Context: an optimization exercise on an open-source flow, tuned for small area. The choices shown serve that exercise and are no tape-out recipe. RTL that was checked went through simulation tests only; none was proved equivalent to the original. Power and IR drop assume default switching activity.

build 97:
// TX
module TX(input clk, input rst, input in, input run, input [3:0]rate, input tx_request, output [51:0]out, output valid, output ready, output [1:0]cr, output [1:0]mod);
Size in the first run: about 860 cells after synthesis, roughly 11,000 um^2 of cells after synthesis.
Settings: LEC_CHECK=0, CAP_MARGIN=20, CORE_MARGIN=2, CORE_UTILIZATION=70, PLACE_DENSITY=0.8, SLEW_MARGIN=20; clock period 8.0 ns.
standard.sh (not shown) runs the stock make flow with config.mk's settings and CLKGATE_MAP_FILE= SYNTH_SCRIPT=/design/flow/synth_recipe.tcl, a recipe that flattens the netlist after the stock synthesis.
==> flow/flow/run.sh <==
#!/bin/bash
# ORFS layout as in standard.sh, with three changes:
#  - synthesis maps logic with an area-recovering ABC script (flow/abc_area.script)
#    instead of ORFS's speed script; registers are mapped exactly as before
#  - port buffers use buf_1
#  - the clock tree uses clkbuf_8 with clusters of 20 sinks and no dummy loads
set -euo pipefail
W=$(pwd)
F=$W/flow
# synthesis script: ORFS synth.tcl with the ABC script replaced
python3 - "$FLOW_HOME/scripts/synth.tcl" "$W/synth_area.tcl" "$F/abc_area.script" <<'PY'
import sys
src, dst, script = sys.argv[1:]
s = open(src).read()
a = "  log_cmd abc {*}$abc_args\n"
assert s.count(a) == 1
s = s.replace(a, "  set abc_args [lreplace $abc_args 1 1 %s]\n%s" % (script, a))
open(dst, "w").write(s)
PY
sed "s#source \$::env(SCRIPTS_DIR)/synth.tcl#source $W/synth_area.tcl#" synth_recipe.tcl > synth_top.tcl
grep -q "synth_area.tcl" synth_top.tcl
sed "s#SYNTH_SCRIPT=[^ ]*#SYNTH_SCRIPT=$W/synth_top.tcl#" standard.sh > flow_run.sh
grep -q "synth_top.tcl" flow_run.sh
export BUFFER_PORTS_ARGS="-buffer_cell sky130_fd_sc_hd__buf_1"
export CTS_ARGS="-sink_clustering_enable -repair_clock_nets -dont_use_dummy_load -buf_list sky130_fd_sc_hd__clkbuf_8 -sink_clustering_size 18 -sink_clustering_max_diameter 60"
bash flow_run.sh > flow_run.log 2>&1
==> flow/flow/abc_area.script <==
&get -n
&st
&syn2
&dch
&nf -R 1000 -p -F 16 -C 32 -E 100
&put
Build 97: all stages complete, timing, DRC and antenna checks passed
Modified inputs, build 90 compared to build 97
- changing PLACE_DENSITY from 0.8 to 0.7
- changing CORE_UTILIZATION from 70 to 60
Findings:
- Overall die height in build 90 vs build 97: up about 8%
- Sequential cell power across build 90 and build 97: no real change.
- Final cell area: build 90 above build 97
- Build 90 improves on build 97 in clock skew.
For build 21, these inputs were changed with respect to build 90:
- swapping 60 for 70 in CORE_UTILIZATION
- swapping 0.7 for 0.8 in PLACE_DENSITY
diff --git a/flow/flow/run.sh b/flow/flow/run.sh
--- a/flow/flow/run.sh
+++ b/flow/flow/run.sh
@@ -22,4 +22,5 @@
 sed "s#SYNTH_SCRIPT=[^ ]*#SYNTH_SCRIPT=$W/synth_top.tcl#" standard.sh > flow_run.sh
 grep -q "synth_top.tcl" flow_run.sh
+export SKIP_REPAIR_TIE_FANOUT=1
 export BUFFER_PORTS_ARGS="-buffer_cell sky130_fd_sc_hd__buf_1"
 export CTS_ARGS="-sink_clustering_enable -repair_clock_nets -dont_use_dummy_load -buf_list sky130_fd_sc_hd__clkbuf_8 -sink_clustering_size 18 -sink_clustering_max_diameter 60"
Findings:
Build 21 completed; timing, DRC and antenna clean. Build 21 ends up with a share of the core filled with cells in the final layout that is 9.6 points higher than in build 90. Summary of build 21 over build 90: highest fanout seen on the critical path ~0 delta, global-route usage +3.5 points, largest vdd supply drop +11%. Build 21 vs build 90 — met3 wirelength from detailed routing climbed by a few percent. Between build 21 and build 90, it is build 21 whose tap cell count is lower, by 16%. Build 21 improves on build 90 in core area. There was hardly any difference in share of the final layout cell area in multi-input gates between build 90 and build 21. Build 21 ends up with a count of plain and timing-repair buffers that is 1 higher than in build 90.
Inputs modified between build 21 and build 12:
- PLACE_DENSITY: 0.8 -> 0.86
- CORE_UTILIZATION: 70 -> 76
diff --git a/flow/flow/run.sh b/flow/flow/run.sh
--- a/flow/flow/run.sh
+++ b/flow/flow/run.sh
@@ -22,5 +22,4 @@
 sed "s#SYNTH_SCRIPT=[^ ]*#SYNTH_SCRIPT=$W/synth_top.tcl#" standard.sh > flow_run.sh
 grep -q "synth_top.tcl" flow_run.sh
-export SKIP_REPAIR_TIE_FANOUT=1
 export BUFFER_PORTS_ARGS="-buffer_cell sky130_fd_sc_hd__buf_1"
 export CTS_ARGS="-sink_clustering_enable -repair_clock_nets -dont_use_dummy_load -buf_list sky130_fd_sc_hd__clkbuf_8 -sink_clustering_size 18 -sink_clustering_max_diameter 60"
Findings:
In summary, build 12 completed successfully, with a layout that passed the timing, design-rule and antenna checks.
Delta (build 12 minus build 21): global placer's final weighted congestion now sits higher; cell area after layout now sits higher; first-pass iteration count of the detailed router now sits higher.
Horizontal die dimension shrinks by a few percent when moving from build 21 to build 12.
Comparing build 21 and build 12, final period utilization is higher on build 21.
Diff build 21 -> build 12: total power went up; fmax went up.
Summary: with build 21 as the reference, routed wire length in build 12 moved up slightly.
diff inputs: build 12 => build 72
- PLACE_DENSITY now 0.8, was 0.86
- CORE_UTILIZATION now 70, was 76
diff --git a/flow/flow/run.sh b/flow/flow/run.sh
--- a/flow/flow/run.sh
+++ b/flow/flow/run.sh
@@ -22,5 +22,6 @@
 sed "s#SYNTH_SCRIPT=[^ ]*#SYNTH_SCRIPT=$W/synth_top.tcl#" standard.sh > flow_run.sh
 grep -q "synth_top.tcl" flow_run.sh
+export SKIP_REPAIR_TIE_FANOUT=1
 export BUFFER_PORTS_ARGS="-buffer_cell sky130_fd_sc_hd__buf_1"
-export CTS_ARGS="-sink_clustering_enable -repair_clock_nets -dont_use_dummy_load -buf_list sky130_fd_sc_hd__clkbuf_8 -sink_clustering_size 18 -sink_clustering_max_diameter 60"
+export CTS_ARGS="-sink_clustering_enable -repair_clock_nets -dont_use_dummy_load -buf_list sky130_fd_sc_hd__clkbuf_8 -sink_clustering_size 21 -sink_clustering_max_diameter 60"
 bash flow_run.sh > flow_run.log 2>&1
Findings:
Build 12 → build 72: fraction of standard cell area that is sequential now larger, maximum frequency now smaller, xor and xnor fraction of the mapped netlist area comparable, global routing usage summed across all routing layers now smaller.
Build 12 and build 72 ended up with roughly the same final non-filler cell total.
Build 72: buffers plus inverters on the worst setup path 1 above build 12
Cell area | build 72 vs build 12 | build 72 smaller
What build 12 reported for core footprint has to be multiplied by 1.09 to get the figure for build 72.
The final layouts of build 72 and build 12 pass the timing, design-rule and antenna checks.
From build 12 to build 72 the numbers moved as follows: area of the die picked up an extra 8.3%, sum of internal, switching and leakage power lost about 1.3%, worst setup slack lost 0.10 ns.

* * *

Setup of job 104:
Another version of the RTL of TX (not shown whole).
Size in the first run: about 67 I/O pins, roughly 11000 um2 of cells after synthesis.
export LEC_CHECK = 0
export CAP_MARGIN = 20
export CORE_MARGIN = 2
export CORE_UTILIZATION = 70
export PLACE_DENSITY = 0.8
export SLEW_MARGIN = 20
create_clock -name core_clock -period 8.0 [get_ports {clk}]
==> flow/flow/run.sh <==
#!/bin/bash
# ORFS layout as in standard.sh, with three changes:
#  - synthesis maps logic with an area-recovering ABC script (flow/abc_area.script)
#    instead of ORFS's speed script; registers are mapped exactly as before
#  - port buffers use buf_1
#  - the clock tree uses clkbuf_8 with clusters of 20 sinks and no dummy loads
set -euo pipefail
W=$(pwd)
F=$W/flow
# synthesis script: ORFS synth.tcl with the ABC script replaced
python3 - "$FLOW_HOME/scripts/synth.tcl" "$W/synth_area.tcl" "$F/abc_area.script" <<'PY'
import sys
src, dst, script = sys.argv[1:]
s = open(src).read()
a = "  log_cmd abc {*}$abc_args\n"
assert s.count(a) == 1
s = s.replace(a, "  set abc_args [lreplace $abc_args 1 1 %s]\n%s" % (script, a))
open(dst, "w").write(s)
PY
sed "s#source \$::env(SCRIPTS_DIR)/synth.tcl#source $W/synth_area.tcl#" synth_recipe.tcl > synth_top.tcl
grep -q "synth_area.tcl" synth_top.tcl
sed "s#SYNTH_SCRIPT=[^ ]*#SYNTH_SCRIPT=$W/synth_top.tcl#" standard.sh > flow_run.sh
grep -q "synth_top.tcl" flow_run.sh
export BUFFER_PORTS_ARGS="-buffer_cell sky130_fd_sc_hd__buf_1"
export CTS_ARGS="-sink_clustering_enable -repair_clock_nets -dont_use_dummy_load -buf_list sky130_fd_sc_hd__clkbuf_8 -sink_clustering_buffer sky130_fd_sc_hd__clkbuf_4 -sink_clustering_size 10 -sink_clustering_max_diameter 50"
bash flow_run.sh > flow_run.log 2>&1
Scripts as last shown in full above: flow/flow/abc_area.script
[inputs] job 103 vs job 104
-- flow/flow/run.sh --
<<< job 104, line 25
export CTS_ARGS="-sink_clustering_enable -repair_clock_nets -dont_use_dummy_load -buf_list sky130_fd_sc_hd__clkbuf_8 -sink_clustering_buffer sky130_fd_sc_hd__clkbuf_4 -sink_clustering_size 10 -sink_clustering_max_diameter 50"
>>> job 103, line 25
export CTS_ARGS="-sink_clustering_enable -repair_clock_nets -dont_use_dummy_load -buf_list sky130_fd_sc_hd__clkbuf_8 -sink_clustering_size 18 -sink_clustering_max_diameter 60"
[summary]
Summary of job 103 over job 104: clock network fraction of design power has decreased; area growth from synthesis to layout has decreased; headroom to the max-slew limit has increased.
No run of this note included a check of the RTL's function; only the layout flow was run.

* * *

The RTL this note starts from:
==> flow/design.v <==
`timescale 1ns/1ns
module TX(input clk, input rst, input in, input run, input [3:0]rate, input tx_request, output [51:0]out, output valid, output ready, output [1:0]cr, output [1:0]mod);
reg m1, m0, c1;
assign mod = {m1, m0};
assign cr = {c1, ~c1 & m1 & m0};
wire m3 = m1 & m0;
wire m2 = m1 & ~m0;
wire nz = m1 | m0;
wire cr_half = ~c1 & ~cr[0];
always @(posedge clk, negedge rst) begin
	if(~rst) begin
		m1 <= 1'b1; m0 <= 1'b1; c1 <= 1'b1;
	end
	else if(tx_request) begin
		m1 <= ~(rate[2] & rate[0]);
		m0 <= ~(rate[3] & rate[0]);
		c1 <= rate[1] | ~rate[0];
	end
end
reg st;               
reg [6:0] scn;        
reg [6:0] d;          
reg [1:0] q;          
reg en, enb;          
wire vr = run & st;
wire fb = scn[6] ^ scn[3];
wire en_n = vr & (cr_half | q != 2'd1);
assign ready = st;
always @(posedge clk, negedge rst) begin
	if(~rst) begin
		st <= 1'b0;
		scn <= 7'h00;
		d <= 7'd0;
		q <= 2'd0;
		en <= 1'b0;
	end
	else begin
		st <= 1'b1;
		en <= en_n;
		if(vr) begin
			scn <= {scn[5:0], ~fb};
			d <= {d[5:0], in ^ fb};
			q <= (q == 2'd3 || (q == 2'd2 && c1)) ? 2'd0 : q + 2'd1;
		end
	end
end
always @(posedge clk) enb <= ~en_n;
wire ea = d[0] ^ d[2] ^ d[3] ^ d[5] ^ d[6];
wire eb = d[0] ^ d[1] ^ d[2] ^ d[3] ^ d[6];
reg r1, r2;
wire qa = q[0] ^ q[1];
wire xa = (cr_half | qa) ? ea : (q[0] | c1) ? r1 : r2;
wire xb = (cr[0] & ~qa) ? ea : eb;
always @(posedge clk) begin
	r1 <= ea;
	r2 <= eb;
end
reg [136:0] ev, od;
wire [136:0] evn, odn;
genvar p;
generate for(p = 0; p < 137; p = p + 1) begin : chain
	if(p == 136) begin
		assign evn[p] = xa;
		assign odn[p] = xb;
	end
	else if(p == 0) begin
		assign evn[p] = m1 ? ev[1] : m0 ? ev[17] : ev[41];
		assign odn[p] = m1 ? od[1] : m0 ? od[17] : od[41];
	end
	else if(p == 48) begin
		assign evn[p] = m1 ? ev[49] : m0 ? ev[65] : ev[89];
		assign odn[p] = m1 ? od[49] : m0 ? od[65] : od[89];
	end
	else if(p == 96) begin
		assign evn[p] = m1 ? ev[97] : m0 ? ev[113] : xa;
		assign odn[p] = m1 ? od[97] : m0 ? od[113] : xb;
	end
	else if(p == 24 || p == 72) begin
		assign evn[p] = m1 ? ev[p+1] : ev[p+17];
		assign odn[p] = m1 ? od[p+1] : od[p+17];
	end
	else if(p == 120) begin
		assign evn[p] = m1 ? ev[p+1] : xa;
		assign odn[p] = m1 ? od[p+1] : xb;
	end
	else if(p == 128) begin
		assign evn[p] = m0 ? ev[p+1] : xa;
		assign odn[p] = m0 ? od[p+1] : xb;
	end
	else if(p == 8 || p == 32 || p == 56 || p == 80 || p == 104) begin
		assign evn[p] = m0 ? ev[p+1] : ev[p+9];
		assign odn[p] = m0 ? od[p+1] : od[p+9];
	end
	else begin
		assign evn[p] = ev[p+1];
		assign odn[p] = od[p+1];
	end
end endgenerate
always @(posedge clk) begin
	ev <= ({137{en}} & evn) | ({137{enb}} & ev);
	od <= ({137{en}} & odn) | ({137{enb}} & od);
end
reg [4:0] g;
reg [2:0] w;
reg vt;
wire oph = m1 ? (m0 ? g[4] & g[0] : g[3] & g[1] & g[0]) : (m0 ? g[2] & g[0] : g[1]);
always @(posedge clk, negedge rst) begin
	if(~rst) begin
		g <= 5'd0;
		w <= 3'd0;
		vt <= 1'b0;
	end
	else begin
		vt <= en & oph;
		if(en) begin
			w <= w + 3'd1;
			if(w == 3'd7) g <= oph ? 5'd0 : g + 5'd1;
		end
	end
end
assign valid = vt;
reg [6:0] pln;        
always @(posedge clk, negedge rst) begin
	if(~rst) pln <= 7'h00;
	else if(en & oph & (w == 3'd0)) pln <= {pln[5:0], ~(pln[6] ^ pln[3])};
end
wire J0 = (w == 3'd1) | (w == 3'd4) | (w == 3'd7);
wire J1 = (w == 3'd2) | (w == 3'd5) | (w == 3'd0);
wire J2 = (w == 3'd3) | (w == 3'd6);
wire [2:0] se0 = {m3 & J1, m3 & J2, ~m3 | J0};
wire [2:0] se2 = {m3 & J1, m3 & J2, m3 & J0};
wire [2:0] so0 = {m3 & J2, m3 ? J0 : m2, m3 ? J1 : ~m2};
wire [2:0] so1 = {m3 ? J2 : m2, m3 & J0, m3 & J1};
wire [2:0] so2 = {m3 & J2, m3 & J0, m3 & J1};
function [7:0] sub(input [5:0] t, input [2:0] s0, input [2:0] s1, input [2:0] s2, input m3, input m1, input nz);
	reg n0, n1, n2, n3, n4, n5;
	begin
		n0 = ~(s0[0] & t[0] | s0[1] & t[1] | s0[2] & t[2]);
		n1 = ~(s1[0] & t[1] | s1[1] & t[2] | s1[2] & t[0]);
		n2 = ~(s2[0] & t[2] | s2[1] & t[0] | s2[2] & t[1]);
		n3 = ~(s0[0] & t[3] | s0[1] & t[4] | s0[2] & t[5]);
		n4 = ~(s1[0] & t[4] | s1[1] & t[5] | s1[2] & t[3]);
		n5 = ~(s2[0] & t[5] | s2[1] & t[3] | s2[2] & t[4]);
		sub = {n0, m3 & n1, m1 & ~(n1 ^ n2), 1'b1, nz & n3, m3 & n4, m1 & ~(n4 ^ n5), nz};
	end
endfunction
genvar k;
generate for(k = 0; k < 3; k = k + 1) begin : subc
	wire [5:0] te = {ev[48*k+40], ev[48*k+32], ev[48*k+24], ev[48*k+16], ev[48*k+8], ev[48*k]};
	wire [5:0] to = {od[48*k+40], od[48*k+32], od[48*k+24], od[48*k+16], od[48*k+8], od[48*k]};
	assign out[8*k+7 -: 8] = sub(te, se0, se0, se2, m3, m1, nz);
	assign out[8*k+31 -: 8] = sub(to, so0, so1, so2, m3, m1, nz);
end endgenerate
wire pt = ~pln[0] ^ (w[2] & w[1]);
assign out[51:48] = {~w[0] & pt, 2'b00, ~w[0]};
endmodule
clock: 8.0 ns
lec_check: 0
cap_margin: 20
core_margin: 2
core_utilization: 70
place_density: 0.8
slew_margin: 20
==> flow/flow/run.sh <==
#!/bin/bash
# Standard ORFS layout with smaller port buffers and a leaner clock tree.
set -euo pipefail
export BUFFER_PORTS_ARGS="-buffer_cell sky130_fd_sc_hd__buf_1"
export CTS_ARGS="-sink_clustering_enable -repair_clock_nets -dont_use_dummy_load -buf_list sky130_fd_sc_hd__clkbuf_8 -sink_clustering_size 20 -sink_clustering_max_diameter 60"
export RECOVER_POWER=100
bash standard.sh > standard.log 2>&1
The baseline produced a layout that fails on capacitance limit, slew limit.
Then changed:
==> flow/flow/run.sh (replaced) <==
#!/bin/bash
# ORFS layout as in standard.sh, with three changes:
#  - synthesis maps logic with an area-recovering ABC script (flow/abc_area.script)
#    instead of ORFS's speed script; registers are mapped exactly as before
#  - port buffers use buf_1
#  - the clock tree uses clkbuf_8 with clusters of 20 sinks and no dummy loads
set -euo pipefail
W=$(pwd)
F=$W/flow
# synthesis script: ORFS synth.tcl with the ABC script replaced
python3 - "$FLOW_HOME/scripts/synth.tcl" "$W/synth_area.tcl" "$F/abc_area.script" <<'PY'
import sys
src, dst, script = sys.argv[1:]
s = open(src).read()
a = "  log_cmd abc {*}$abc_args\n"
assert s.count(a) == 1
s = s.replace(a, "  set abc_args [lreplace $abc_args 1 1 %s]\n%s" % (script, a))
open(dst, "w").write(s)
PY
sed "s#source \$::env(SCRIPTS_DIR)/synth.tcl#source $W/synth_area.tcl#" synth_recipe.tcl > synth_top.tcl
grep -q "synth_area.tcl" synth_top.tcl
sed "s#SYNTH_SCRIPT=[^ ]*#SYNTH_SCRIPT=$W/synth_top.tcl#" standard.sh > flow_run.sh
grep -q "synth_top.tcl" flow_run.sh
export BUFFER_PORTS_ARGS="-buffer_cell sky130_fd_sc_hd__buf_1"
export CTS_ARGS="-sink_clustering_enable -repair_clock_nets -dont_use_dummy_load -buf_list {sky130_fd_sc_hd__clkbuf_4 sky130_fd_sc_hd__clkbuf_8} -sink_clustering_size 18 -sink_clustering_max_diameter 60"
bash flow_run.sh > flow_run.log 2>&1
==> flow/flow/abc_area.script (new file) <==
&get -n
&st
&syn2
&dch
&nf -R 1000 -p -F 16 -C 32 -E 100
&put
This time the run finished with timing, DRC and antenna clean.
Wire length went down by 1.5%.
Synthesized cell count went down by 8.2%.
Maximum frequency went up by 5.1%.
Via count stays flat.
Cell count went down by 1.9%.
Combinational power went up by 42%.
Final area went down by 1.8%.
Sequential share of layout area went up by 1.1 points.
Then changed:
--- a/flow/flow/run.sh
+++ b/flow/flow/run.sh
@@ -25 +25 @@
-export CTS_ARGS="-sink_clustering_enable -repair_clock_nets -dont_use_dummy_load -buf_list {sky130_fd_sc_hd__clkbuf_4 sky130_fd_sc_hd__clkbuf_8} -sink_clustering_size 18 -sink_clustering_max_diameter 60"
+export CTS_ARGS="-sink_clustering_enable -repair_clock_nets -dont_use_dummy_load -buf_list sky130_fd_sc_hd__clkbuf_8 -sink_clustering_size 20 -sink_clustering_max_diameter 40"
Via count grows by 2.1%.
Global-route usage went up by 0.85 points.
Die area stays the same.
Non-clock buffer count is unchanged.
Sequential power hardly moves.
Then changed:
==> flow/flow/run.sh (replaced) <==
#!/bin/bash
# Standard ORFS layout with smaller port buffers and a leaner clock tree.
set -euo pipefail
export BUFFER_PORTS_ARGS="-buffer_cell sky130_fd_sc_hd__buf_1"
export CTS_ARGS="-sink_clustering_enable -repair_clock_nets -dont_use_dummy_load -buf_list sky130_fd_sc_hd__clkbuf_8 -sink_clustering_size 20 -sink_clustering_max_diameter 60"
bash standard.sh > standard.log 2>&1
removed: flow/flow/abc_area.script
Effect: Wire length falls by 1.6%; first-iteration DRC count came out lower by 15%; synthesized area climbs by 5.3%; worst setup slack improved by 0.35 ns; via count came out lower by 1.4%; synthesized cell count rises by 8.9%.
Then changed:
==> flow/flow/run.sh (replaced) <==
#!/bin/bash
# ORFS layout as in standard.sh, with three changes:
#  - synthesis maps logic with an area-recovering ABC script (flow/abc_area.script)
#    instead of ORFS's speed script; registers are mapped exactly as before
#  - port buffers use buf_1
#  - the clock tree uses clkbuf_8 with clusters of 20 sinks and no dummy loads
set -euo pipefail
W=$(pwd)
F=$W/flow
# synthesis script: ORFS synth.tcl with the ABC script replaced
python3 - "$FLOW_HOME/scripts/synth.tcl" "$W/synth_area.tcl" "$F/abc_area.script" <<'PY'
import sys
src, dst, script = sys.argv[1:]
s = open(src).read()
a = "  log_cmd abc {*}$abc_args\n"
assert s.count(a) == 1
s = s.replace(a, "  set abc_args [lreplace $abc_args 1 1 %s]\n%s" % (script, a))
open(dst, "w").write(s)
PY
sed "s#source \$::env(SCRIPTS_DIR)/synth.tcl#source $W/synth_area.tcl#" synth_recipe.tcl > synth_top.tcl
grep -q "synth_area.tcl" synth_top.tcl
sed "s#SYNTH_SCRIPT=[^ ]*#SYNTH_SCRIPT=$W/synth_top.tcl#" standard.sh > flow_run.sh
grep -q "synth_top.tcl" flow_run.sh
export BUFFER_PORTS_ARGS="-buffer_cell sky130_fd_sc_hd__buf_1"
export CTS_ARGS="-sink_clustering_enable -repair_clock_nets -dont_use_dummy_load -buf_list sky130_fd_sc_hd__clkbuf_8 -sink_clustering_size 18 -sink_clustering_max_diameter 60"
bash flow_run.sh > flow_run.log 2>&1
==> flow/flow/abc_area.script (new file) <==
&get -n
&st
&syn2
&dch
&nf -R 1000 -p -F 16 -C 32 -E 100
&put
Utilization goes up by 2.1 points.
Sequential share of layout area went up by 1.1 points.
Worst setup slack gets worse by 0.35 ns.
Cell count came out lower by about 2%.
Die area fell by 4.9%.
Synthesized area came out lower by 5.1%.
Total power climbs by about 25%.
Then changed:
==> flow/flow/run.sh (replaced) <==
#!/bin/bash
# Standard ORFS layout with smaller port buffers and a leaner clock tree.
set -euo pipefail
export BUFFER_PORTS_ARGS="-buffer_cell sky130_fd_sc_hd__buf_1"
export CTS_ARGS="-sink_clustering_enable -repair_clock_nets -dont_use_dummy_load -buf_list sky130_fd_sc_hd__clkbuf_8 -sink_clustering_size 20 -sink_clustering_max_diameter 60"

bash standard.sh > standard.log 2>&1
- CAP_MARGIN: 20 -> 0
- SLEW_MARGIN: 20 -> 0
removed: flow/flow/abc_area.script
Result: The changed run went through all stages and came out clean; combinational power decreases by a quarter to a third; non-clock buffer count decreases by 1; power decreases by about a fifth.

separate check: timing with driven ports:
In the flow no input, the clock included, has a driving cell. The finished layouts below were timed again as built, in two steps.
Step 1 sets driving cells, clkbuf_16 on the clock port and buf_2 on the other inputs (assumed; they add their load-dependent delay and slew).
Step 2 moves the port delays by t, midway between the first and last clock arrival at a register: inputs arrive t later, outputs are due t later. That takes back most of the time a late clock gives input paths.
a / b / c = ideal / step 1 / step 2; a / b = the first two.
| run | t (ns) | setup WS [ns] | latest minus earliest clock arrival (ns) |
|---|---|---|---|
| build 97 | 0.553 | 2.743 / 2.705 / 3.258 | 0.059 / 0.059 |
| build 90 | 0.570 | 2.738 / 2.697 / 3.266 | 0.027 / 0.027 |
| build 21 | 0.560 | 2.765 / 2.728 / 3.288 | 0.030 / 0.030 |
| build 12 | 0.572 | 2.894 / 2.855 / 3.427 | 0.024 / 0.024 |
| build 72 | 0.541 | 2.790 / 2.751 / 3.292 | 0.099 / 0.099 |
| job 104 | 0.559 | 2.753 / 2.713 / 3.272 | 0.037 / 0.037 |
| job 103 | 0.554 | 2.761 / 2.721 / 3.275 | 0.038 / 0.038 |
| the first run of note 3 | 0.555 | 2.164 / 2.126 / 2.438 | 0.022 / 0.023 |
| the second run of note 3 | 0.565 | 2.449 / 2.411 / 2.976 | 0.042 / 0.042 |
| the third run of note 3 | 0.557 | 2.442 / 2.404 / 2.961 | 0.032 / 0.033 |
| the fourth run of note 3 | 0.555 | 2.794 / 2.756 / 3.311 | 0.021 / 0.021 |
| the fifth run of note 3 | 0.565 | 2.449 / 2.411 / 2.976 | 0.042 / 0.042 |
| the sixth run of note 3 | 0.556 | 2.836 / 2.797 / 3.353 | 0.021 / 0.020 |
